This is an optimization exercise on Yosys and OpenROAD, whose aim is small area, a short achievable clock period and few clock cycles per item, not a production implementation.
RTL that was checked went through simulation tests only; none was proved equivalent to the original.
Only the layout flow was run in run 2; the RTL was not checked for function there.

==> flow/design.v, too long to show whole: its modules and the start of the top module <==
// module Calvalid: 906 lines
// module CalvalidR: 911 lines
// module LowN: 9 lines
// module LowR: 3 lines
// module HiBit: 5 lines
// module LowBit: 4 lines
// module And2: 3 lines
// module And3: 3 lines
// module And4: 3 lines
// module Nand2: 3 lines
// module Nand3: 3 lines
// module Nor2: 3 lines
// module Nor3: 3 lines
// module FullAdd: 4 lines
// module HitTest: 36 lines
// module RippleSub: 35 lines
module HitTest(
    input clk,
    input rst,
    input start,
    input rsel,
    input [15:0] x,
    input [15:0] y,
    input [15:0] notex,
    input [15:0] notey,
    input signed [15:0] indx,
    input signed [15:0] indy,
    output valJR,
    output valE,
    output valr,
    output valR,
    output reg ready
);
  // ...
==> flow/flow/run.sh <==
#!/bin/bash
set -euo pipefail
B="BUFFER_PORTS_ARGS=-buffer_cell sky130_fd_sc_hd__buf_1"
R=orfs/results/sky130hd/HitTest/base
bash standard.sh "$B" floorplan > standard_floorplan.log 2>&1
cat > upsize.tcl <<EOT
read_liberty $FLOW_HOME/platforms/sky130hd/lib/sky130_fd_sc_hd__tt_025C_1v80.lib
read_db $R/2_floorplan.odb
set n 0
foreach inst [[ord::get_db_block] getInsts] {
  set name [\$inst getName]
  if {[[\$inst getMaster] getName] eq "sky130_fd_sc_hd__dfxtp_1" && [string match {n[ab][xy]*} \$name]} {
    replace_cell \$name sky130_fd_sc_hd__dfxtp_4
    incr n
  }
}
puts "upsized \$n registers"
write_db $R/2_floorplan.odb
EOT
openroad -no_init -exit upsize.tcl > upsize.log 2>&1
bash standard.sh "$B" SETUP_MOVE_SEQUENCE=sizeup,swap finish > standard_finish.log 2>&1
==> flow/standard.sh <==
#!/bin/bash
# synth_recipe.tcl (not shown) runs the flow's synth.tcl, then flattens the netlist and writes it again
# the make line also repeats each setting of config.mk as NAME=value (left out here)
make -C /OpenROAD-flow-scripts/flow DESIGN_CONFIG=/design/flow/config.mk WORK_HOME=/design/flow/orfs CLKGATE_MAP_FILE= SYNTH_SCRIPT=/design/flow/synth_recipe.tcl "${@:-finish}"
==> flow/config.mk <==
export PLATFORM = sky130hd
export DESIGN_NAME = HitTest
export DESIGN_NICKNAME = HitTest
export VERILOG_FILES = /design/flow/design.v
export SDC_FILE = /design/flow/constraint.sdc
export NUM_CORES = 4
export LEC_CHECK = 0
export CAP_MARGIN = 20
export CORE_MARGIN = 2
export CORE_UTILIZATION = 60
export SETUP_SLACK_MARGIN = 3.3
export SLEW_MARGIN = 20
export SYNTH_HIERARCHICAL = 1
export SYNTH_MINIMUM_KEEP_SIZE = 0
==> flow/constraint.sdc <==
create_clock -name core_clock -period 10.0 [get_ports {clk}]
set_input_delay 2.0000 -clock core_clock [delete_from_list [all_inputs] [get_ports {clk}]]
set_output_delay 2.0000 -clock core_clock [all_outputs]
set_load 0.01 [all_outputs]
==> metrics.sh, run 1 <==
SYNTH.YOSYS.WARNINGS=7
FIN_SETUP_TNS_PS=0
DIEHEIGHT_UM=179
TAPS=396
LAYOUT-AREA-OVERHEAD-VS-SYNTH_PCT=5.34
WORST-PATH-BUF-INV=1
CRITPATHMAXFANOUT=18
MET3_LENGTH_MM=3.30
POST_CTS_HOLD_BUFFER_COUNT=0
DESIGN_AREA_UM2=19400
NUM_ANTENNA_CELLS=0
ANTENNA_VIOLATING_NETS_POST_ROUTE=0
HOLD-WORST-SLACK_PS=1750
COUNT_OF_NETS_AFTER_FINISHING=2454
INSTANCES_NO_FILL=2140
POST_SYNTH_AND_OR_NAND_NOR_AREA_FRACTION_PCT=17.0
FMAX_MHz=145
SYN_AVG_CELL_AREA_UM2=10.5
HOLD_START='rsel'
POST_ROUTE_CELLS_DRIVE_ABOVE_1_SHARE_PCT=10.0
GRTUSAGEMET3_PCT=7.08
STATUS='finished clean'
REPORT.FINAL.SETUP_VIOL=0
GRT_UTIL_MET2_PCT=53.4
GRT_PASS1_WL_MM=75.7
FIN_WS_PS=3110
AREA_OF_THE_MULTI_INPUT_GATES_UM2=16300
PLACED_CELLS=2124
Testbench counts, summed over its fixed seeds: cycles 16,000, items 16,000.
==> module Calvalid, before the edit <==
module Calvalid(
    input [16:0] na, nb,
    input rsel,
    output inJR, inE, inR
);
wire [16:0] a = ~na;
wire [16:0] b = ~nb;
wire t1 = a[1] & ~a[0];
wire t2 = a[2] & ~a[1];
wire t3 = a[3] & ~a[2];
wire t4 = a[4] & ~a[3];
wire t5 = a[5] & ~a[4];
wire t6 = a[6] & ~a[5];
wire t7 = a[7] & ~a[6];
wire t8 = a[8] & ~a[7];
wire t9 = a[9] & ~a[8];
wire t10 = a[10] & ~a[9];
wire t11 = a[11] & ~a[10];
wire t12 = a[12] & ~a[11];
wire t13 = a[13] & ~a[12];
wire t14 = a[14] & ~a[13];
wire t15 = a[15] & ~a[14];
wire t16 = a[0] & a[1];
wire t17 = a[0] & a[2];
wire t18 = a[0] & a[3];
wire t19 = a[0] & a[4];
wire t20 = a[0] & a[5];
wire t21 = a[0] & a[6];
wire t22 = a[0] & a[7];
wire t23 = a[0] & a[8];
wire t24 = a[0] & a[9];
wire t25 = a[0] & a[10];
wire t26 = a[0] & a[11];
wire t27 = a[0] & a[12];
wire t28 = a[0] & a[13];
wire t29 = a[0] & a[14];
wire t30 = a[0] & a[15];
wire t31 = a[1] & a[2];
wire t32 = a[1] & a[3];
wire t33 = a[1] & a[4];
wire t34 = a[1] & a[5];
wire t35 = a[1] & a[6];
wire t36 = a[1] & a[7];
wire t37 = a[1] & a[8];
wire t38 = a[1] & a[9];
wire t39 = a[1] & a[10];
wire t40 = a[1] & a[11];
wire t41 = a[1] & a[12];
wire t42 = a[1] & a[13];
wire t43 = a[1] & a[14];
wire t44 = a[1] & a[15];
wire t45 = a[2] & a[3];
wire t46 = a[2] & a[4];
wire t47 = a[2] & a[5];
wire t48 = a[2] & a[6];
wire t49 = a[2] & a[7];
wire t50 = a[2] & a[8];
wire t51 = a[2] & a[9];
wire t52 = a[2] & a[10];
wire t53 = a[2] & a[11];
wire t54 = a[2] & a[12];
wire t55 = a[2] & a[13];
wire t56 = a[2] & a[14];
wire t57 = a[2] & a[15];
wire t58 = a[3] & a[4];
wire t59 = a[3] & a[5];
wire t60 = a[3] & a[6];
wire t61 = a[3] & a[7];
wire t62 = a[3] & a[8];
wire t63 = a[3] & a[9];
wire t64 = a[3] & a[10];
wire t65 = a[3] & a[11];
wire t66 = a[3] & a[12];
wire t67 = a[3] & a[13];
wire t68 = a[3] & a[14];
wire t69 = a[3] & a[15];
wire t70 = a[4] & a[5];
wire t71 = a[4] & a[6];
wire t72 = a[4] & a[7];
wire t73 = a[4] & a[8];
wire t74 = a[4] & a[9];
wire t75 = a[4] & a[10];
wire t76 = a[4] & a[11];
wire t77 = a[4] & a[12];
wire t78 = a[4] & a[13];
wire t79 = a[4] & a[14];
wire t80 = a[4] & a[15];
wire t81 = a[5] & a[6];
wire t82 = a[5] & a[7];
wire t83 = a[5] & a[8];
wire t84 = a[5] & a[9];
wire t85 = a[5] & a[10];
wire t86 = a[5] & a[11];
wire t87 = a[5] & a[12];
wire t88 = a[5] & a[13];
wire t89 = a[5] & a[14];
wire t90 = a[5] & a[15];
wire t91 = a[6] & a[7];
wire t92 = a[6] & a[8];
wire t93 = a[6] & a[9];
wire t94 = a[6] & a[10];
wire t95 = a[6] & a[11];
wire t96 = a[6] & a[12];
wire t97 = a[6] & a[13];
wire t98 = a[6] & a[14];
wire t99 = a[6] & a[15];
wire t100 = a[7] & a[8];
wire t101 = a[7] & a[9];
wire t102 = a[7] & a[10];
wire t103 = a[7] & a[11];
wire t104 = a[7] & a[12];
wire t105 = a[7] & a[13];
wire t106 = a[7] & a[14];
wire t107 = a[7] & a[15];
wire t108 = a[8] & a[9];
wire t109 = a[8] & a[10];
wire t110 = a[8] & a[11];
wire t111 = a[8] & a[12];
wire t112 = a[8] & a[13];
wire t113 = a[8] & a[14];
wire t114 = a[8] & a[15];
wire t115 = a[9] & a[10];
wire t116 = a[9] & a[11];
wire t117 = a[9] & a[12];
wire t118 = a[9] & a[13];
wire t119 = a[9] & a[14];
wire t120 = a[9] & a[15];
wire t121 = a[10] & a[11];
wire t122 = a[10] & a[12];
wire t123 = a[10] & a[13];
wire t124 = a[10] & a[14];
wire t125 = a[10] & a[15];
wire t126 = a[11] & a[12];
wire t127 = a[11] & a[13];
wire t128 = a[11] & a[14];
wire t129 = a[11] & a[15];
wire t130 = a[12] & a[13];
wire t131 = a[12] & a[14];
wire t132 = a[12] & a[15];
wire t133 = a[13] & a[14];
wire t134 = a[13] & a[15];
wire t135 = a[14] & a[15];
wire t136 = ~(a[16] & a[0]);
wire t137 = ~(a[16] & a[1]);
wire t138 = ~(a[16] & a[2]);
wire t139 = ~(a[16] & a[3]);
wire t140 = ~(a[16] & a[4]);
wire t141 = ~(a[16] & a[5]);
wire t142 = ~(a[16] & a[6]);
wire t143 = ~(a[16] & a[7]);
wire t144 = ~(a[16] & a[8]);
wire t145 = ~(a[16] & a[9]);
wire t146 = ~(a[16] & a[10]);
wire t147 = ~(a[16] & a[11]);
wire t148 = ~(a[16] & a[12]);
wire t149 = ~(a[16] & a[13]);
wire t150 = ~(a[16] & a[14]);
wire t151 = b[1] & ~b[0];
wire t152 = b[2] & ~b[1];
wire t153 = b[3] & ~b[2];
wire t154 = b[4] & ~b[3];
wire t155 = b[5] & ~b[4];
wire t156 = b[6] & ~b[5];
wire t157 = b[7] & ~b[6];
wire t158 = b[8] & ~b[7];
wire t159 = b[9] & ~b[8];
wire t160 = b[10] & ~b[9];
wire t161 = b[11] & ~b[10];
wire t162 = b[12] & ~b[11];
wire t163 = b[13] & ~b[12];
wire t164 = b[14] & ~b[13];
wire t165 = b[15] & ~b[14];
wire t166 = b[0] & b[1];
wire t167 = b[0] & b[2];
wire t168 = b[0] & b[3];
wire t169 = b[0] & b[4];
wire t170 = b[0] & b[5];
wire t171 = b[0] & b[6];
wire t172 = b[0] & b[7];
wire t173 = b[0] & b[8];
wire t174 = b[0] & b[9];
wire t175 = b[0] & b[10];
wire t176 = b[0] & b[11];
wire t177 = b[0] & b[12];
wire t178 = b[0] & b[13];
wire t179 = b[0] & b[14];
wire t180 = b[0] & b[15];
wire t181 = b[1] & b[2];
wire t182 = b[1] & b[3];
wire t183 = b[1] & b[4];
wire t184 = b[1] & b[5];
wire t185 = b[1] & b[6];
wire t186 = b[1] & b[7];
wire t187 = b[1] & b[8];
wire t188 = b[1] & b[9];
wire t189 = b[1] & b[10];
wire t190 = b[1] & b[11];
wire t191 = b[1] & b[12];
wire t192 = b[1] & b[13];
wire t193 = b[1] & b[14];
wire t194 = b[1] & b[15];
wire t195 = b[2] & b[3];
wire t196 = b[2] & b[4];
wire t197 = b[2] & b[5];
wire t198 = b[2] & b[6];
wire t199 = b[2] & b[7];
wire t200 = b[2] & b[8];
wire t201 = b[2] & b[9];
wire t202 = b[2] & b[10];
wire t203 = b[2] & b[11];
wire t204 = b[2] & b[12];
wire t205 = b[2] & b[13];
wire t206 = b[2] & b[14];
wire t207 = b[2] & b[15];
wire t208 = b[3] & b[4];
wire t209 = b[3] & b[5];
wire t210 = b[3] & b[6];
wire t211 = b[3] & b[7];
wire t212 = b[3] & b[8];
wire t213 = b[3] & b[9];
wire t214 = b[3] & b[10];
wire t215 = b[3] & b[11];
wire t216 = b[3] & b[12];
wire t217 = b[3] & b[13];
wire t218 = b[3] & b[14];
wire t219 = b[3] & b[15];
wire t220 = b[4] & b[5];
wire t221 = b[4] & b[6];
wire t222 = b[4] & b[7];
wire t223 = b[4] & b[8];
wire t224 = b[4] & b[9];
wire t225 = b[4] & b[10];
wire t226 = b[4] & b[11];
wire t227 = b[4] & b[12];
wire t228 = b[4] & b[13];
wire t229 = b[4] & b[14];
wire t230 = b[4] & b[15];
wire t231 = b[5] & b[6];
wire t232 = b[5] & b[7];
wire t233 = b[5] & b[8];
wire t234 = b[5] & b[9];
wire t235 = b[5] & b[10];
wire t236 = b[5] & b[11];
wire t237 = b[5] & b[12];
wire t238 = b[5] & b[13];
wire t239 = b[5] & b[14];
wire t240 = b[5] & b[15];
wire t241 = b[6] & b[7];
wire t242 = b[6] & b[8];
wire t243 = b[6] & b[9];
wire t244 = b[6] & b[10];
wire t245 = b[6] & b[11];
wire t246 = b[6] & b[12];
wire t247 = b[6] & b[13];
wire t248 = b[6] & b[14];
wire t249 = b[6] & b[15];
wire t250 = b[7] & b[8];
wire t251 = b[7] & b[9];
wire t252 = b[7] & b[10];
wire t253 = b[7] & b[11];
wire t254 = b[7] & b[12];
wire t255 = b[7] & b[13];
wire t256 = b[7] & b[14];
wire t257 = b[7] & b[15];
wire t258 = b[8] & b[9];
wire t259 = b[8] & b[10];
wire t260 = b[8] & b[11];
wire t261 = b[8] & b[12];
wire t262 = b[8] & b[13];
wire t263 = b[8] & b[14];
wire t264 = b[8] & b[15];
wire t265 = b[9] & b[10];
wire t266 = b[9] & b[11];
wire t267 = b[9] & b[12];
wire t268 = b[9] & b[13];
wire t269 = b[9] & b[14];
wire t270 = b[9] & b[15];
wire t271 = b[10] & b[11];
wire t272 = b[10] & b[12];
wire t273 = b[10] & b[13];
wire t274 = b[10] & b[14];
wire t275 = b[10] & b[15];
wire t276 = b[11] & b[12];
wire t277 = b[11] & b[13];
wire t278 = b[11] & b[14];
wire t279 = b[11] & b[15];
wire t280 = b[12] & b[13];
wire t281 = b[12] & b[14];
wire t282 = b[12] & b[15];
wire t283 = b[13] & b[14];
wire t284 = b[13] & b[15];
wire t285 = b[14] & b[15];
wire t286 = ~(b[16] & b[0]);
wire t287 = ~(b[16] & b[1]);
wire t288 = ~(b[16] & b[2]);
wire t289 = ~(b[16] & b[3]);
wire t290 = ~(b[16] & b[4]);
wire t291 = ~(b[16] & b[5]);
wire t292 = ~(b[16] & b[6]);
wire t293 = ~(b[16] & b[7]);
wire t294 = ~(b[16] & b[8]);
wire t295 = ~(b[16] & b[9]);
wire t296 = ~(b[16] & b[10]);
wire t297 = ~(b[16] & b[11]);
wire t298 = ~(b[16] & b[12]);
wire t299 = ~(b[16] & b[13]);
wire t300 = ~(b[16] & b[14]);
wire s301, c301;
FullAdd fa301(.a(t16), .b(t17), .c(t166), .s(s301), .co(c301));
wire s302, c302;
FullAdd fa302(.a(t2), .b(t18), .c(t152), .s(s302), .co(c302));
wire s303, c303;
FullAdd fa303(.a(t19), .b(t31), .c(t32), .s(s303), .co(c303));
wire s304, c304;
FullAdd fa304(.a(t169), .b(t181), .c(t182), .s(s304), .co(c304));
wire s305, c305;
FullAdd fa305(.a(t3), .b(t20), .c(t33), .s(s305), .co(c305));
wire s306, c306;
FullAdd fa306(.a(t153), .b(t170), .c(t183), .s(s306), .co(c306));
wire s307, c307;
FullAdd fa307(.a(t21), .b(t34), .c(t45), .s(s307), .co(c307));
wire s308, c308;
FullAdd fa308(.a(t46), .b(t171), .c(t184), .s(s308), .co(c308));
wire s309 = t195 ^ t196;
wire c309 = t195 & t196;
wire s310, c310;
FullAdd fa310(.a(t4), .b(t22), .c(t35), .s(s310), .co(c310));
wire s311, c311;
FullAdd fa311(.a(t47), .b(t154), .c(t172), .s(s311), .co(c311));
wire s312 = t185 ^ t197;
wire c312 = t185 & t197;
wire s313, c313;
FullAdd fa313(.a(t23), .b(t36), .c(t48), .s(s313), .co(c313));
wire s314, c314;
FullAdd fa314(.a(t58), .b(t59), .c(t173), .s(s314), .co(c314));
wire s315, c315;
FullAdd fa315(.a(t186), .b(t198), .c(t208), .s(s315), .co(c315));
wire s316, c316;
FullAdd fa316(.a(t5), .b(t24), .c(t37), .s(s316), .co(c316));
wire s317, c317;
FullAdd fa317(.a(t49), .b(t60), .c(t155), .s(s317), .co(c317));
wire s318, c318;
FullAdd fa318(.a(t174), .b(t187), .c(t199), .s(s318), .co(c318));
wire s319, c319;
FullAdd fa319(.a(t25), .b(t38), .c(t50), .s(s319), .co(c319));
wire s320, c320;
FullAdd fa320(.a(t61), .b(t70), .c(t71), .s(s320), .co(c320));
wire s321, c321;
FullAdd fa321(.a(t175), .b(t188), .c(t200), .s(s321), .co(c321));
wire s322, c322;
FullAdd fa322(.a(t211), .b(t220), .c(t221), .s(s322), .co(c322));
wire s323, c323;
FullAdd fa323(.a(t6), .b(t26), .c(t39), .s(s323), .co(c323));
wire s324, c324;
FullAdd fa324(.a(t51), .b(t62), .c(t72), .s(s324), .co(c324));
wire s325, c325;
FullAdd fa325(.a(t156), .b(t176), .c(t189), .s(s325), .co(c325));
wire s326, c326;
FullAdd fa326(.a(t201), .b(t212), .c(t222), .s(s326), .co(c326));
wire s327, c327;
FullAdd fa327(.a(t27), .b(t40), .c(t52), .s(s327), .co(c327));
wire s328, c328;
FullAdd fa328(.a(t63), .b(t73), .c(t81), .s(s328), .co(c328));
wire s329 = t82 ^ t177;
wire c329 = t82 & t177;
wire s330, c330;
FullAdd fa330(.a(t7), .b(t28), .c(t41), .s(s330), .co(c330));
wire s331, c331;
FullAdd fa331(.a(t53), .b(t64), .c(t74), .s(s331), .co(c331));
wire s332, c332;
FullAdd fa332(.a(t29), .b(t42), .c(t54), .s(s332), .co(c332));
wire s333, c333;
FullAdd fa333(.a(t65), .b(t75), .c(t84), .s(s333), .co(c333));
wire s334 = t91 ^ t92;
wire c334 = t91 & t92;
wire s335, c335;
FullAdd fa335(.a(t8), .b(t30), .c(t43), .s(s335), .co(c335));
wire s336, c336;
FullAdd fa336(.a(t55), .b(t66), .c(t76), .s(s336), .co(c336));
wire s337, c337;
FullAdd fa337(.a(t85), .b(t93), .c(t158), .s(s337), .co(c337));
wire s338, c338;
FullAdd fa338(.a(t44), .b(t56), .c(t67), .s(s338), .co(c338));
wire s339, c339;
FullAdd fa339(.a(t77), .b(t86), .c(t94), .s(s339), .co(c339));
wire s340, c340;
FullAdd fa340(.a(t100), .b(t101), .c(t136), .s(s340), .co(c340));
wire s341, c341;
FullAdd fa341(.a(t194), .b(t206), .c(t217), .s(s341), .co(c341));
wire s342, c342;
FullAdd fa342(.a(t9), .b(t57), .c(t68), .s(s342), .co(c342));
wire s343, c343;
FullAdd fa343(.a(t78), .b(t87), .c(t95), .s(s343), .co(c343));
wire s344, c344;
FullAdd fa344(.a(t102), .b(t137), .c(t159), .s(s344), .co(c344));
wire s345 = t207 ^ t218;
wire c345 = t207 & t218;
wire s346, c346;
FullAdd fa346(.a(t69), .b(t79), .c(t88), .s(s346), .co(c346));
wire s347, c347;
FullAdd fa347(.a(t96), .b(t103), .c(t108), .s(s347), .co(c347));
wire s348, c348;
FullAdd fa348(.a(t109), .b(t138), .c(t219), .s(s348), .co(c348));
wire s349 = t229 ^ t238;
wire c349 = t229 & t238;
wire s350, c350;
FullAdd fa350(.a(t10), .b(t80), .c(t89), .s(s350), .co(c350));
wire s351, c351;
FullAdd fa351(.a(t97), .b(t104), .c(t110), .s(s351), .co(c351));
wire s352 = t139 ^ t160;
wire c352 = t139 & t160;
wire s353, c353;
FullAdd fa353(.a(t90), .b(t98), .c(t105), .s(s353), .co(c353));
wire s354, c354;
FullAdd fa354(.a(t111), .b(t115), .c(t116), .s(s354), .co(c354));
wire s355 = t11 ^ t99;
wire c355 = t11 & t99;
wire s356 = t168 ^ c301;
wire c356 = t168 & c301;
wire s357, c357;
FullAdd fa357(.a(c302), .b(s303), .c(s304), .s(s357), .co(c357));
wire s358, c358;
FullAdd fa358(.a(c303), .b(c304), .c(s305), .s(s358), .co(c358));
wire s359, c359;
FullAdd fa359(.a(s309), .b(c305), .c(c306), .s(s359), .co(c359));
wire s360 = s307 ^ s308;
wire c360 = s307 & s308;
wire s361, c361;
FullAdd fa361(.a(c309), .b(s312), .c(c307), .s(s361), .co(c361));
wire s362, c362;
FullAdd fa362(.a(c308), .b(s310), .c(s311), .s(s362), .co(c362));
wire s363, c363;
FullAdd fa363(.a(t209), .b(c312), .c(c310), .s(s363), .co(c363));
wire s364, c364;
FullAdd fa364(.a(c311), .b(s313), .c(s314), .s(s364), .co(c364));
wire s365, c365;
FullAdd fa365(.a(t210), .b(c313), .c(c314), .s(s365), .co(c365));
wire s366, c366;
FullAdd fa366(.a(c315), .b(s316), .c(s317), .s(s366), .co(c366));
wire s367, c367;
FullAdd fa367(.a(c316), .b(c317), .c(c318), .s(s367), .co(c367));
wire s368, c368;
FullAdd fa368(.a(s319), .b(s320), .c(s321), .s(s368), .co(c368));
wire s369, c369;
FullAdd fa369(.a(c319), .b(c320), .c(c321), .s(s369), .co(c369));
wire s370, c370;
FullAdd fa370(.a(c322), .b(s323), .c(s324), .s(s370), .co(c370));
wire s371 = s325 ^ s326;
wire c371 = s325 & s326;
wire s372, c372;
FullAdd fa372(.a(t190), .b(t202), .c(t213), .s(s372), .co(c372));
wire s373, c373;
FullAdd fa373(.a(t223), .b(t231), .c(t232), .s(s373), .co(c373));
wire s374, c374;
FullAdd fa374(.a(s329), .b(c323), .c(c324), .s(s374), .co(c374));
wire s375 = c325 ^ c326;
wire c375 = c325 & c326;
wire s376, c376;
FullAdd fa376(.a(t83), .b(t157), .c(t178), .s(s376), .co(c376));
wire s377, c377;
FullAdd fa377(.a(t191), .b(t203), .c(t214), .s(s377), .co(c377));
wire s378, c378;
FullAdd fa378(.a(t224), .b(t233), .c(c329), .s(s378), .co(c378));
wire s379, c379;
FullAdd fa379(.a(c327), .b(c328), .c(s330), .s(s379), .co(c379));
wire s380, c380;
FullAdd fa380(.a(t179), .b(t192), .c(t204), .s(s380), .co(c380));
wire s381, c381;
FullAdd fa381(.a(t215), .b(t225), .c(t234), .s(s381), .co(c381));
wire s382, c382;
FullAdd fa382(.a(t241), .b(t242), .c(s334), .s(s382), .co(c382));
wire s383, c383;
FullAdd fa383(.a(c330), .b(c331), .c(s332), .s(s383), .co(c383));
wire s384, c384;
FullAdd fa384(.a(t180), .b(t193), .c(t205), .s(s384), .co(c384));
wire s385, c385;
FullAdd fa385(.a(t216), .b(t226), .c(t235), .s(s385), .co(c385));
wire s386, c386;
FullAdd fa386(.a(t243), .b(c334), .c(c332), .s(s386), .co(c386));
wire s387, c387;
FullAdd fa387(.a(c333), .b(s335), .c(s336), .s(s387), .co(c387));
wire s388, c388;
FullAdd fa388(.a(t227), .b(t236), .c(t244), .s(s388), .co(c388));
wire s389, c389;
FullAdd fa389(.a(t250), .b(t251), .c(t286), .s(s389), .co(c389));
wire s390, c390;
FullAdd fa390(.a(c335), .b(c336), .c(c337), .s(s390), .co(c390));
wire s391, c391;
FullAdd fa391(.a(s338), .b(s339), .c(s340), .s(s391), .co(c391));
wire s392, c392;
FullAdd fa392(.a(t228), .b(t237), .c(t245), .s(s392), .co(c392));
wire s393, c393;
FullAdd fa393(.a(t252), .b(t287), .c(s345), .s(s393), .co(c393));
wire s394, c394;
FullAdd fa394(.a(c338), .b(c339), .c(c340), .s(s394), .co(c394));
wire s395, c395;
FullAdd fa395(.a(c341), .b(s342), .c(s343), .s(s395), .co(c395));
wire s396, c396;
FullAdd fa396(.a(t246), .b(t253), .c(t258), .s(s396), .co(c396));
wire s397, c397;
FullAdd fa397(.a(t259), .b(t288), .c(c345), .s(s397), .co(c397));
wire s398, c398;
FullAdd fa398(.a(s349), .b(c342), .c(c343), .s(s398), .co(c398));
wire s399, c399;
FullAdd fa399(.a(c344), .b(s346), .c(s347), .s(s399), .co(c399));
wire s400, c400;
FullAdd fa400(.a(t230), .b(t239), .c(t247), .s(s400), .co(c400));
wire s401, c401;
FullAdd fa401(.a(t254), .b(t260), .c(t289), .s(s401), .co(c401));
wire s402, c402;
FullAdd fa402(.a(c349), .b(s352), .c(c346), .s(s402), .co(c402));
wire s403, c403;
FullAdd fa403(.a(c347), .b(c348), .c(s350), .s(s403), .co(c403));
wire s404, c404;
FullAdd fa404(.a(t140), .b(t240), .c(t248), .s(s404), .co(c404));
wire s405, c405;
FullAdd fa405(.a(t255), .b(t261), .c(t265), .s(s405), .co(c405));
wire s406, c406;
FullAdd fa406(.a(t266), .b(t290), .c(c352), .s(s406), .co(c406));
wire s407, c407;
FullAdd fa407(.a(c350), .b(c351), .c(s353), .s(s407), .co(c407));
wire s408, c408;
FullAdd fa408(.a(t106), .b(t112), .c(t117), .s(s408), .co(c408));
wire s409, c409;
FullAdd fa409(.a(t141), .b(t161), .c(t249), .s(s409), .co(c409));
wire s410, c410;
FullAdd fa410(.a(t256), .b(t262), .c(t267), .s(s410), .co(c410));
wire s411, c411;
FullAdd fa411(.a(t291), .b(s355), .c(c353), .s(s411), .co(c411));
wire s412, c412;
FullAdd fa412(.a(t107), .b(t113), .c(t118), .s(s412), .co(c412));
wire s413, c413;
FullAdd fa413(.a(t121), .b(t122), .c(t142), .s(s413), .co(c413));
wire s414, c414;
FullAdd fa414(.a(t257), .b(t263), .c(t268), .s(s414), .co(c414));
wire s415, c415;
FullAdd fa415(.a(t271), .b(t272), .c(t292), .s(s415), .co(c415));
wire s416, c416;
FullAdd fa416(.a(t12), .b(t114), .c(t119), .s(s416), .co(c416));
wire s417, c417;
FullAdd fa417(.a(t123), .b(t143), .c(t162), .s(s417), .co(c417));
wire s418 = t264 ^ t269;
wire c418 = t264 & t269;
wire s419, c419;
FullAdd fa419(.a(t120), .b(t124), .c(t126), .s(s419), .co(c419));
wire s420, c420;
FullAdd fa420(.a(t127), .b(t144), .c(t270), .s(s420), .co(c420));
wire s421 = t13 ^ t125;
wire c421 = t13 & t125;
wire s422 = s306 ^ c357;
wire c422 = s306 & c357;
wire s423, c423;
FullAdd fa423(.a(s360), .b(s359), .c(c358), .s(s423), .co(c423));
wire s424, c424;
FullAdd fa424(.a(c360), .b(c359), .c(s361), .s(s424), .co(c424));
wire s425, c425;
FullAdd fa425(.a(s315), .b(c361), .c(s363), .s(s425), .co(c425));
wire s426 = c362 ^ s364;
wire c426 = c362 & s364;
wire s427, c427;
FullAdd fa427(.a(s318), .b(c363), .c(s365), .s(s427), .co(c427));
wire s428 = c364 ^ s366;
wire c428 = c364 & s366;
wire s429, c429;
FullAdd fa429(.a(s322), .b(c365), .c(s367), .s(s429), .co(c429));
wire s430 = c366 ^ s368;
wire c430 = c366 & s368;
wire s431, c431;
FullAdd fa431(.a(s371), .b(c367), .c(s369), .s(s431), .co(c431));
wire s432 = c368 ^ s370;
wire c432 = c368 & s370;
wire s433, c433;
FullAdd fa433(.a(s372), .b(s373), .c(s327), .s(s433), .co(c433));
wire s434, c434;
FullAdd fa434(.a(s328), .b(c371), .c(s375), .s(s434), .co(c434));
wire s435 = c369 ^ s374;
wire c435 = c369 & s374;
wire s436, c436;
FullAdd fa436(.a(c372), .b(c373), .c(s376), .s(s436), .co(c436));
wire s437, c437;
FullAdd fa437(.a(s377), .b(s331), .c(c375), .s(s437), .co(c437));
wire s438, c438;
FullAdd fa438(.a(s378), .b(c374), .c(s379), .s(s438), .co(c438));
wire s439, c439;
FullAdd fa439(.a(c376), .b(c377), .c(s380), .s(s439), .co(c439));
wire s440, c440;
FullAdd fa440(.a(s381), .b(s333), .c(c378), .s(s440), .co(c440));
wire s441, c441;
FullAdd fa441(.a(s382), .b(c379), .c(s383), .s(s441), .co(c441));
wire s442, c442;
FullAdd fa442(.a(c380), .b(c381), .c(s384), .s(s442), .co(c442));
wire s443, c443;
FullAdd fa443(.a(s385), .b(s337), .c(c382), .s(s443), .co(c443));
wire s444, c444;
FullAdd fa444(.a(s386), .b(c383), .c(s387), .s(s444), .co(c444));
wire s445, c445;
FullAdd fa445(.a(c384), .b(c385), .c(s388), .s(s445), .co(c445));
wire s446, c446;
FullAdd fa446(.a(s389), .b(s341), .c(c386), .s(s446), .co(c446));
wire s447, c447;
FullAdd fa447(.a(s390), .b(c387), .c(s391), .s(s447), .co(c447));
wire s448, c448;
FullAdd fa448(.a(c388), .b(c389), .c(s392), .s(s448), .co(c448));
wire s449, c449;
FullAdd fa449(.a(s344), .b(s393), .c(c390), .s(s449), .co(c449));
wire s450, c450;
FullAdd fa450(.a(s394), .b(c391), .c(s395), .s(s450), .co(c450));
wire s451, c451;
FullAdd fa451(.a(c392), .b(s396), .c(s348), .s(s451), .co(c451));
wire s452, c452;
FullAdd fa452(.a(c393), .b(s397), .c(c394), .s(s452), .co(c452));
wire s453, c453;
FullAdd fa453(.a(s398), .b(c395), .c(s399), .s(s453), .co(c453));
wire s454, c454;
FullAdd fa454(.a(c396), .b(s400), .c(s401), .s(s454), .co(c454));
wire s455, c455;
FullAdd fa455(.a(s351), .b(c397), .c(c398), .s(s455), .co(c455));
wire s456, c456;
FullAdd fa456(.a(s402), .b(c399), .c(s403), .s(s456), .co(c456));
wire s457, c457;
FullAdd fa457(.a(c400), .b(c401), .c(s404), .s(s457), .co(c457));
wire s458, c458;
FullAdd fa458(.a(s405), .b(s354), .c(s406), .s(s458), .co(c458));
wire s459, c459;
FullAdd fa459(.a(c402), .b(c403), .c(s407), .s(s459), .co(c459));
wire s460, c460;
FullAdd fa460(.a(c354), .b(c404), .c(c405), .s(s460), .co(c460));
wire s461, c461;
FullAdd fa461(.a(s408), .b(s409), .c(s410), .s(s461), .co(c461));
wire s462, c462;
FullAdd fa462(.a(c406), .b(s411), .c(c407), .s(s462), .co(c462));
wire s463, c463;
FullAdd fa463(.a(c355), .b(c408), .c(c409), .s(s463), .co(c463));
wire s464, c464;
FullAdd fa464(.a(c410), .b(s412), .c(s413), .s(s464), .co(c464));
wire s465, c465;
FullAdd fa465(.a(s414), .b(s415), .c(c411), .s(s465), .co(c465));
wire s466, c466;
FullAdd fa466(.a(t273), .b(t293), .c(s418), .s(s466), .co(c466));
wire s467, c467;
FullAdd fa467(.a(c412), .b(c413), .c(c414), .s(s467), .co(c467));
wire s468, c468;
FullAdd fa468(.a(c415), .b(s416), .c(s417), .s(s468), .co(c468));
wire s469, c469;
FullAdd fa469(.a(t274), .b(t276), .c(t277), .s(s469), .co(c469));
wire s470, c470;
FullAdd fa470(.a(t294), .b(c418), .c(c416), .s(s470), .co(c470));
wire s471, c471;
FullAdd fa471(.a(c417), .b(s419), .c(s420), .s(s471), .co(c471));
wire s472, c472;
FullAdd fa472(.a(t128), .b(t145), .c(t163), .s(s472), .co(c472));
wire s473, c473;
FullAdd fa473(.a(t275), .b(t278), .c(t295), .s(s473), .co(c473));
wire s474, c474;
FullAdd fa474(.a(s421), .b(c419), .c(c420), .s(s474), .co(c474));
wire s475, c475;
FullAdd fa475(.a(t129), .b(t130), .c(t131), .s(s475), .co(c475));
wire s476, c476;
FullAdd fa476(.a(t146), .b(t279), .c(t280), .s(s476), .co(c476));
wire s477, c477;
FullAdd fa477(.a(t281), .b(t296), .c(c421), .s(s477), .co(c477));
wire s478, c478;
FullAdd fa478(.a(t14), .b(t132), .c(t147), .s(s478), .co(c478));
wire s479 = t164 ^ t282;
wire c479 = t164 & t282;
wire s480, c480;
FullAdd fa480(.a(t133), .b(t134), .c(t148), .s(s480), .co(c480));
wire s481 = s362 ^ c423;
wire c481 = s362 & c423;
wire s482, c482;
FullAdd fa482(.a(s426), .b(c424), .c(s425), .s(s482), .co(c482));
wire s483, c483;
FullAdd fa483(.a(c426), .b(s428), .c(c425), .s(s483), .co(c483));
wire s484, c484;
FullAdd fa484(.a(c428), .b(s430), .c(c427), .s(s484), .co(c484));
wire s485, c485;
FullAdd fa485(.a(c430), .b(s432), .c(c429), .s(s485), .co(c485));
wire s486, c486;
FullAdd fa486(.a(c370), .b(s433), .c(s434), .s(s486), .co(c486));
wire s487 = s435 ^ c432;
wire c487 = s435 & c432;
wire s488, c488;
FullAdd fa488(.a(c433), .b(s436), .c(s437), .s(s488), .co(c488));
wire s489, c489;
FullAdd fa489(.a(c434), .b(c435), .c(s438), .s(s489), .co(c489));
wire s490, c490;
FullAdd fa490(.a(c436), .b(s439), .c(c437), .s(s490), .co(c490));
wire s491, c491;
FullAdd fa491(.a(s440), .b(c438), .c(s441), .s(s491), .co(c491));
wire s492, c492;
FullAdd fa492(.a(c439), .b(s442), .c(c440), .s(s492), .co(c492));
wire s493, c493;
FullAdd fa493(.a(s443), .b(c441), .c(s444), .s(s493), .co(c493));
wire s494, c494;
FullAdd fa494(.a(c442), .b(s445), .c(c443), .s(s494), .co(c494));
wire s495, c495;
FullAdd fa495(.a(s446), .b(c444), .c(s447), .s(s495), .co(c495));
wire s496, c496;
FullAdd fa496(.a(c445), .b(s448), .c(c446), .s(s496), .co(c496));
wire s497, c497;
FullAdd fa497(.a(s449), .b(c447), .c(s450), .s(s497), .co(c497));
wire s498, c498;
FullAdd fa498(.a(c448), .b(s451), .c(c449), .s(s498), .co(c498));
wire s499, c499;
FullAdd fa499(.a(s452), .b(c450), .c(s453), .s(s499), .co(c499));
wire s500, c500;
FullAdd fa500(.a(c451), .b(s454), .c(c452), .s(s500), .co(c500));
wire s501, c501;
FullAdd fa501(.a(s455), .b(c453), .c(s456), .s(s501), .co(c501));
wire s502, c502;
FullAdd fa502(.a(c454), .b(s457), .c(s458), .s(s502), .co(c502));
wire s503, c503;
FullAdd fa503(.a(c455), .b(c456), .c(s459), .s(s503), .co(c503));
wire s504, c504;
FullAdd fa504(.a(s460), .b(c457), .c(s461), .s(s504), .co(c504));
wire s505, c505;
FullAdd fa505(.a(c458), .b(s462), .c(c459), .s(s505), .co(c505));
wire s506, c506;
FullAdd fa506(.a(c460), .b(s463), .c(c461), .s(s506), .co(c506));
wire s507, c507;
FullAdd fa507(.a(s464), .b(c462), .c(s465), .s(s507), .co(c507));
wire s508, c508;
FullAdd fa508(.a(s466), .b(c463), .c(s467), .s(s508), .co(c508));
wire s509, c509;
FullAdd fa509(.a(c464), .b(s468), .c(c465), .s(s509), .co(c509));
wire s510, c510;
FullAdd fa510(.a(s469), .b(c466), .c(c467), .s(s510), .co(c510));
wire s511, c511;
FullAdd fa511(.a(s470), .b(c468), .c(s471), .s(s511), .co(c511));
wire s512, c512;
FullAdd fa512(.a(c469), .b(s472), .c(s473), .s(s512), .co(c512));
wire s513, c513;
FullAdd fa513(.a(c470), .b(s474), .c(c471), .s(s513), .co(c513));
wire s514, c514;
FullAdd fa514(.a(c472), .b(c473), .c(s475), .s(s514), .co(c514));
wire s515, c515;
FullAdd fa515(.a(s476), .b(s477), .c(c474), .s(s515), .co(c515));
wire s516, c516;
FullAdd fa516(.a(t297), .b(s479), .c(c475), .s(s516), .co(c516));
wire s517, c517;
FullAdd fa517(.a(c476), .b(s478), .c(c477), .s(s517), .co(c517));
wire s518, c518;
FullAdd fa518(.a(t283), .b(t284), .c(t298), .s(s518), .co(c518));
wire s519, c519;
FullAdd fa519(.a(c479), .b(c478), .c(s480), .s(s519), .co(c519));
wire s520, c520;
FullAdd fa520(.a(t15), .b(t149), .c(t165), .s(s520), .co(c520));
wire s521 = t299 ^ c480;
wire c521 = t299 & c480;
wire s522 = t135 ^ t150 ^ t285;
wire s523 = s427 ^ s483;
wire c523 = s427 & s483;
wire s524, c524;
FullAdd fa524(.a(s429), .b(c483), .c(s484), .s(s524), .co(c524));
wire s525, c525;
FullAdd fa525(.a(s431), .b(c484), .c(s485), .s(s525), .co(c525));
wire s526, c526;
FullAdd fa526(.a(c431), .b(s487), .c(s486), .s(s526), .co(c526));
wire s527, c527;
FullAdd fa527(.a(c487), .b(s488), .c(c486), .s(s527), .co(c527));
wire s528, c528;
FullAdd fa528(.a(c488), .b(s490), .c(c489), .s(s528), .co(c528));
wire s529, c529;
FullAdd fa529(.a(c490), .b(s492), .c(c491), .s(s529), .co(c529));
wire s530, c530;
FullAdd fa530(.a(c492), .b(s494), .c(c493), .s(s530), .co(c530));
wire s531, c531;
FullAdd fa531(.a(c494), .b(s496), .c(c495), .s(s531), .co(c531));
wire s532, c532;
FullAdd fa532(.a(c496), .b(s498), .c(c497), .s(s532), .co(c532));
wire s533, c533;
FullAdd fa533(.a(c498), .b(s500), .c(c499), .s(s533), .co(c533));
wire s534, c534;
FullAdd fa534(.a(s502), .b(c500), .c(c501), .s(s534), .co(c534));
wire s535, c535;
FullAdd fa535(.a(s504), .b(c502), .c(c503), .s(s535), .co(c535));
wire s536, c536;
FullAdd fa536(.a(s506), .b(c504), .c(s507), .s(s536), .co(c536));
wire s537, c537;
FullAdd fa537(.a(c506), .b(s508), .c(s509), .s(s537), .co(c537));
wire s538, c538;
FullAdd fa538(.a(c508), .b(s510), .c(s511), .s(s538), .co(c538));
wire s539, c539;
FullAdd fa539(.a(s512), .b(c510), .c(s513), .s(s539), .co(c539));
wire s540, c540;
FullAdd fa540(.a(c512), .b(s514), .c(c513), .s(s540), .co(c540));
wire s541, c541;
FullAdd fa541(.a(s516), .b(c514), .c(s517), .s(s541), .co(c541));
wire s542, c542;
FullAdd fa542(.a(s518), .b(c516), .c(s519), .s(s542), .co(c542));
wire s543, c543;
FullAdd fa543(.a(c518), .b(s520), .c(s521), .s(s543), .co(c543));
wire s544 = t300 ^ c520 ^ s522;
wire s545 = c485 ^ s526;
wire c545 = c485 & s526;
wire s546, c546;
FullAdd fa546(.a(s489), .b(c526), .c(s527), .s(s546), .co(c546));
wire s547, c547;
FullAdd fa547(.a(s491), .b(c527), .c(s528), .s(s547), .co(c547));
wire s548, c548;
FullAdd fa548(.a(s493), .b(c528), .c(s529), .s(s548), .co(c548));
wire s549, c549;
FullAdd fa549(.a(s495), .b(c529), .c(s530), .s(s549), .co(c549));
wire s550, c550;
FullAdd fa550(.a(s497), .b(c530), .c(s531), .s(s550), .co(c550));
wire s551, c551;
FullAdd fa551(.a(s499), .b(c531), .c(s532), .s(s551), .co(c551));
wire s552, c552;
FullAdd fa552(.a(s501), .b(c532), .c(s533), .s(s552), .co(c552));
wire s553, c553;
FullAdd fa553(.a(s503), .b(c533), .c(s534), .s(s553), .co(c553));
wire s554, c554;
FullAdd fa554(.a(s505), .b(c534), .c(s535), .s(s554), .co(c554));
wire s555, c555;
FullAdd fa555(.a(c505), .b(c535), .c(s536), .s(s555), .co(c555));
wire s556, c556;
FullAdd fa556(.a(c507), .b(s537), .c(c536), .s(s556), .co(c556));
wire s557, c557;
FullAdd fa557(.a(c509), .b(s538), .c(c537), .s(s557), .co(c557));
wire s558, c558;
FullAdd fa558(.a(c511), .b(s539), .c(c538), .s(s558), .co(c558));
wire s559, c559;
FullAdd fa559(.a(s515), .b(s540), .c(c539), .s(s559), .co(c559));
wire s560, c560;
FullAdd fa560(.a(c515), .b(s541), .c(c540), .s(s560), .co(c560));
wire s561, c561;
FullAdd fa561(.a(c517), .b(s542), .c(c541), .s(s561), .co(c561));
wire s562, c562;
FullAdd fa562(.a(c519), .b(s543), .c(c542), .s(s562), .co(c562));
wire s563 = c521 ^ s544 ^ c543;
wire s564 = a[0] ^ b[0];
wire c564 = a[0] & b[0];
wire s565 = t1 ^ t151;
wire c565 = t1 & t151;
wire s566, c566;
FullAdd fa566(.a(t167), .b(c565), .c(s301), .s(s566), .co(c566));
wire s567, c567;
FullAdd fa567(.a(s302), .b(s356), .c(c566), .s(s567), .co(c567));
wire s568, c568;
FullAdd fa568(.a(c356), .b(s357), .c(c567), .s(s568), .co(c568));
wire [5:0] ll = {s568, s567, s566, s565, c564, s564};
wire cr = c568;
wire [6:0] lx = {c524, c523, c482, c481, s424, c422, s358};
wire [6:0] ly = {s525, s524, s523, s482, s481, s423, s422};
wire cl;
wire h569;
LowBit #(.ZI(0)) hb569(.x(s545), .y(c525), .c(cl), .ok(h569));
wire okl = h569;
wire h570;
HiBit #(.ZI(0), .ZP(0)) hb570(.x(s546), .y(c545), .xp(s545), .yp(c525), .ok(h570));
wire h571;
HiBit #(.ZI(0), .ZP(0)) hb571(.x(s547), .y(c546), .xp(s546), .yp(c545), .ok(h571));
wire h572;
HiBit #(.ZI(0), .ZP(0)) hb572(.x(s548), .y(c547), .xp(s547), .yp(c546), .ok(h572));
wire h573;
HiBit #(.ZI(0), .ZP(0)) hb573(.x(s549), .y(c548), .xp(s548), .yp(c547), .ok(h573));
wire h574;
HiBit #(.ZI(1), .ZP(0)) hb574(.x(s550), .y(c549), .xp(s549), .yp(c548), .ok(h574));
wire h575;
HiBit #(.ZI(1), .ZP(1)) hb575(.x(s551), .y(c550), .xp(s550), .yp(c549), .ok(h575));
wire h576;
HiBit #(.ZI(1), .ZP(1)) hb576(.x(s552), .y(c551), .xp(s551), .yp(c550), .ok(h576));
wire h577;
HiBit #(.ZI(1), .ZP(1)) hb577(.x(s553), .y(c552), .xp(s552), .yp(c551), .ok(h577));
wire h578;
HiBit #(.ZI(1), .ZP(1)) hb578(.x(s554), .y(c553), .xp(s553), .yp(c552), .ok(h578));
wire h579;
HiBit #(.ZI(1), .ZP(1)) hb579(.x(s555), .y(c554), .xp(s554), .yp(c553), .ok(h579));
wire h580;
HiBit #(.ZI(1), .ZP(1)) hb580(.x(s556), .y(c555), .xp(s555), .yp(c554), .ok(h580));
wire h581;
HiBit #(.ZI(1), .ZP(1)) hb581(.x(s557), .y(c556), .xp(s556), .yp(c555), .ok(h581));
wire h582;
HiBit #(.ZI(1), .ZP(1)) hb582(.x(s558), .y(c557), .xp(s557), .yp(c556), .ok(h582));
wire h583;
HiBit #(.ZI(1), .ZP(1)) hb583(.x(s559), .y(c558), .xp(s558), .yp(c557), .ok(h583));
wire h584;
HiBit #(.ZI(1), .ZP(1)) hb584(.x(s560), .y(c559), .xp(s559), .yp(c558), .ok(h584));
wire h585;
HiBit #(.ZI(1), .ZP(1)) hb585(.x(s561), .y(c560), .xp(s560), .yp(c559), .ok(h585));
wire h586;
HiBit #(.ZI(1), .ZP(1)) hb586(.x(s562), .y(c561), .xp(s561), .yp(c560), .ok(h586));
wire h587;
HiBit #(.ZI(1), .ZP(1)) hb587(.x(s563), .y(c562), .xp(s562), .yp(c561), .ok(h587));
wire lJR, lE, lR;
LowN low(.ll(ll), .cr(cr), .lx(lx), .ly(ly), .rsel(rsel), .c(cl), .inJR(lJR), .inE(lE), .inR(lR));
wire q588;
Nand3 g588(.a(h570), .b(h571), .c(h572), .y(q588));
wire q589;
Nand3 g589(.a(h573), .b(h574), .c(h575), .y(q589));
wire q590;
Nand3 g590(.a(h576), .b(h577), .c(h578), .y(q590));
wire q591;
Nand3 g591(.a(h579), .b(h580), .c(h581), .y(q591));
wire q592;
Nand3 g592(.a(h582), .b(h583), .c(h584), .y(q592));
wire q593;
Nand3 g593(.a(h585), .b(h586), .c(h587), .y(q593));
wire q594;
Nor3 g594(.a(q588), .b(q589), .c(q590), .y(q594));
wire q595;
Nor3 g595(.a(q591), .b(q592), .c(q593), .y(q595));
And4 g596(.a(q594), .b(q595), .c(lJR), .d(okl), .y(inJR));
And4 g597(.a(q594), .b(q595), .c(lE), .d(okl), .y(inE));
And4 g598(.a(q594), .b(q595), .c(lR), .d(okl), .y(inR));
endmodule
==> run 2, diff against run 1 <==
--- a/flow/design.v
+++ b/flow/design.v
@@ -901,8 +901,16 @@
 wire q595;
 Nor3 g595(.a(q591), .b(q592), .c(q593), .y(q595));
 And4 g596(.a(q594), .b(q595), .c(lJR), .d(okl), .y(inJR));
-And4 g597(.a(q594), .b(q595), .c(lE), .d(okl), .y(inE));
-And4 g598(.a(q594), .b(q595), .c(lR), .d(okl), .y(inR));
+wire q597;
+Nor3 g597(.a(q588), .b(q589), .c(q590), .y(q597));
+wire q598;
+Nor3 g598(.a(q591), .b(q592), .c(q593), .y(q598));
+And4 g599(.a(q597), .b(q598), .c(lE), .d(okl), .y(inE));
+wire q600;
+Nor3 g600(.a(q588), .b(q589), .c(q590), .y(q600));
+wire q601;
+Nor3 g601(.a(q591), .b(q592), .c(q593), .y(q601));
+And4 g602(.a(q600), .b(q601), .c(lR), .d(okl), .y(inR));
 endmodule
 module CalvalidR(
     input [16:0] na, nb,
==> run 2 against run 1 <==
  * Cell area grew 0.95%
  * Synthesized cell count grew 0.23%
==> metrics.sh, run 2 <==
SYNTH.DISTINCT_CELLS=49
GRT_PASS1_WL_MM=75.4  # -0.34%
CRITPATHMAXFANOUT=18  # unchanged
CLASSIFICATION_OF_THE_WORST_SLACK_HOLD_PATH='in2reg'
SYNTH-ADDER-AREA-SHARE_PCT=63.6
CTS-BUFFERS-INSERTED=9
DRT-PASS1-ITER-COUNT=5
WORST_SLEW_MARGIN_REL_PCT=69.4
DETAIL_ROUTE.ITER0.VIOLATIONS=697
SYNTH_TOP_FAMILY_BY_AREA='adder cells'
CTS_TREE='yes'
SYNTH.CELLS.MOST_FREQUENT='sky130_fd_sc_hd__fa_1 (536), sky130_fd_sc_hd__nor2_1 (507), sky130_fd_sc_hd__clkbuf_1 (122)'
LAYOUT-AREA-OVERHEAD-VS-SYNTH_PCT=6.11
GLOBALPLACE.CONGESTION=0.921
CORE_AREA_UM2=30400
END_KIND='output port'
WORST_SETUP_HOLD_PATH_CLK_SLEW_PS=60
SYNTH_TOP_AREA_SHARE_PCT=58.3
REPORT.FINAL.SETUP_VIOL=0  # unchanged
CHIPWIDTH_UM=179
GRT_TOTAL_USAGE_PCT=31.6
HTREEDEPTH=3
PLACEMENT_ROWS=64
REQUIRED_PS=8000
STATUS='finished clean'
SYN_AVG_CELL_AREA_UM2=10.5  # about the same
WORSTSETUPPATHTYPE='reg2out'
IOS=105
INITIAL_UTILIZATION_PCT=60.5
PORTION_OF_THE_POST_SYNTHESIS_AREA_USED_BY_SEQUENTIAL_ELEMENTS_PCT=7.61
ROUTED_VIA_DENSITY=5.82
WIRE_PER_INST_UM=21.7
MOSTFREQUENTLAYOUTCELL='sky130_fd_sc_hd__fa_1'
SYNTHMOSTINSTANTIATEDCELL='sky130_fd_sc_hd__fa_1'
EDFF_COUNT_SYNTH=0
COUNT_OF_NETS_AFTER_FINISHING=2458  # +0.16%
LAYOUT_COMMON_CELLS='sky130_fd_sc_hd__fa_1 (520), sky130_fd_sc_hd__nor2_1 (503), sky130_fd_sc_hd__buf_1 (100), sky130_fd_sc_hd__ha_1 (78), sky130_fd_sc_hd__dfxtp_4 (68)'
YS_DOMINANT_REG_CELL='sky130_fd_sc_hd__dfxtp_1'
MIN_DELAY_PATH_DEPTH=1
CLK_ROOT_BUFFER_CELL='sky130_fd_sc_hd__clkbuf_16'
POST_SYNTH_AND_OR_NAND_NOR_AREA_FRACTION_PCT=17.1  # +0.18 points
PORTBUFFERS=104
FILLERINSTANCES=2518
NUMCLOCKSINKS=70
POST_SYNTH_MAIN_AREA_CONTRIBUTORS='sky130_fd_sc_hd__fa_1 (58%), sky130_fd_sc_hd__nor2_1 (10%), sky130_fd_sc_hd__dfxtp_1 (7.6%)'
SYNTH.FF_LATCH_COUNT=70
FIN_SETUP_TNS_PS=0  # unchanged
GRT_MAX_DEGREE=19
POST_SYNTH_INSTANCE_AREA_UM2=18400
POST_CTS_HOLD_BUFFER_COUNT=0  # unchanged
DP_HPWL_MM=37.3
SYNTH_ASYNC_SR_FLOP_SHARE_PCT=0
WORST-SLEW-PIN-TRANSITION_PS=455
MULTIPLEXER_SHARE_OF_THE_SYNTHESIZED_AREA_PCT=0
FINALHOLDVIOLCOUNT=0
ROUTED-VIA-COUNT=12492
CRIT_PATH_START_KIND='flip-flop'
POST_SYNTH_INST_COUNT=1760
MAXSLEWVIOLCOUNT=0
WORST-ENDPOINT-ARRIVAL_PS=4900
GLOBALROUTEOVERFLOWTOTAL=0
INSTANCES_NO_FILL=2145  # +0.23%
SYNTH.YOSYS.WARNINGS=7  # unchanged
DRV_CAP=0
DIE_AREA_UM2=32100
GRT_ANTENNA_BEFORE_REPAIR=2
ANTENNA_VIOLATING_NETS_POST_ROUTE=0  # unchanged
DIEHEIGHT_UM=179  # +0.11%
SYNTH.LARGEST_AREA_CELL='sky130_fd_sc_hd__fa_1'
PLACED_CELLS=2128  # +0.19%
SETUP_REPAIR_AFTER_GLOBAL_ROUTING_MISSED_ITS_MARGIN='yes'
TIMING.FINAL.CRIT_PERIOD_PS=6900
SYNTH_NETS=2475
CLOCK_PATH_BUFFERS=2
FMAX_MHz=145  # about the same
ROUTE.FINAL.WIRE_LENGTH_MM=46.6
SYNTH_XOR_AREA_SHARE_PCT=5.20
POST_ROUTE_CELLS_DRIVE_ABOVE_1_SHARE_PCT=11.2  # +1.1 points
DRC=0
COMPLEX_GATE_FRACTION_OF_THE_SYNTHESIZED_AREA_PCT=2.43
GRT_PASS1_VIAS=13937
FINAL.PERIOD_UTILIZATION_PCT=69.0
## run 2: cell types whose count changed in the layout (fill, tap and decap cells not counted), moves of 2 or more
cell	before	now
sky130_fd_sc_hd__nor3_2	3	9
sky130_fd_sc_hd__nor2_1	507	503
sky130_fd_sc_hd__bufinv_16	0	3
sky130_fd_sc_hd__nand3_1	16	13
sky130_fd_sc_hd__nand3_2	1	4
sky130_fd_sc_hd__nor2_2	2	5
sky130_fd_sc_hd__nor2b_1	54	51
sky130_fd_sc_hd__clkinv_2	3	1
sky130_fd_sc_hd__nor2b_2	2	4
sky130_fd_sc_hd__nor3_4	2	0
sky130_fd_sc_hd__or2_2	54	52
sky130_fd_sc_hd__or2_4	2	4
sky130_fd_sc_hd__xnor2_1	64	62
sky130_fd_sc_hd__xnor2_2	0	2
## run 2: cell families after synthesis
family	after synthesis
buffers and inverters	187
AO/OA/AOI/OAI	69
adder cells (fa/ha/maj)	615
AND/OR/NAND/NOR	716
XOR/XNOR	103
flip-flops	70
## run 2: per-stage QoR
stage / util [%] / hold slack (ps) / setup WS [ps] / area, um^2
final: 64.2 / 1760 / 3100 / 19500
after global routing: 64.2 / 1740 / 2920 / 19500
after CTS: 63.9 / 1740 / 3000 / 19400
after detailed placement: 62.5 / 2110 / 3280 / 19000
after global placement: 62.5 / 2100 / 3320 / 19000
after floorplan: - / 2030 / 3470 / 18400
## run 2: routing by layer
| layer | vias up | global-route usage (%) | share of wire (%) |
|---|---|---|---|
| met4 | 2 | 11.3 | 3.6 |
| met2 | 420 | 55.4 | 52 |
| li1 | 5339 | - | - |
| met1 | 6621 | 40.0 | 38 |
| met3 | 110 | 5.00 | 5.9 |
| met5 | - | 0 | 0.024 |
## run 2: layout make-up
| cell class | count | area (um^2) | share of cell area [%] |
|---|---|---|---|
| Multi-Input combinational cell | 1503 | 16400 | 84.1 |
| Sequential cell | 70 | 1660 | 8.48 |
| Tap cell | 396 | 495 | 2.54 |
| Timing Repair Buffer | 104 | 395 | 2.02 |
| Clock buffer | 12 | 246 | 1.26 |
| Inverter | 55 | 206 | 1.06 |
| Clock inverter | 4 | 95.1 | 0.487 |
| Antenna cell | 1 | 2.50 | 0.0128 |
## run 2: path summary, 6_finish.rpt
path / end / from
min: rs / rsel
max: valJR / nax[9]
## run 2: modules after synthesis, one instance, submodules excluded, a selection
module	times used	cells inside	area [um^2]	flops+latches
And2	1	1	6.26	0
And4	4	1	8.76	0
Calvalid	1	399	1940	0
CalvalidR	1	392	1850	0
FullAdd	534	1	20.0	0
HitTest	1	103	1540	70
LowN	1	65	499	0
LowR	1	19	141	0
Nand2	2	1	3.75	0
Nand3	13	1	5.00	0
Nor3	9	1	10.0	0
RippleSub	4	22	148	0
## run 2: critical path, cell delays in order, from the launching register on
cell and delay, ps:
sky130_fd_sc_hd__dfxtp_4 480, sky130_fd_sc_hd__nor2b_4 200, sky130_fd_sc_hd__fa_2 450, sky130_fd_sc_hd__fa_1 520, sky130_fd_sc_hd__fa_1 440, sky130_fd_sc_hd__fa_2 360
sky130_fd_sc_hd__fa_1 570, sky130_fd_sc_hd__fa_1 450, sky130_fd_sc_hd__xor2_1 190, sky130_fd_sc_hd__xnor2_1 170, sky130_fd_sc_hd__nand3_2 170, sky130_fd_sc_hd__nor3_2 210
sky130_fd_sc_hd__and4_1 190, sky130_fd_sc_hd__buf_2 120
## run 2: repair_timing
action	in CTS	in global routing
endpoints found under the setup margin	4	4
setup buffers	0	0
gates resized for setup	24	27
pin swaps	12	24

==> separate check: timing with driven ports <==
The flow's constraints put no driver on any port. The routed layouts listed below were extracted and timed again, unchanged, in two steps.
Step 1, drivers: a clkbuf_16 drives clk and a buf_2 each remaining input, both assumed.
Step 2 also shifts input and output timing later by t, the mid clock arrival at the registers, as if the neighbouring blocks saw the same clock.
Three values: ideal ports, drivers, drivers and shift; two values: the first two.
run	t (ns)	setup WS [ns]	clock arrival spread, ns	slew at the worst register clock pin (ns)
run 1	0.390	3.106 / 3.057 / 3.447	0.010 / 0.010	0.06 / 0.06
run 2	0.395	3.102 / 3.055 / 3.450	0.015 / 0.015	0.06 / 0.06
After both steps every run listed still meets setup and hold.
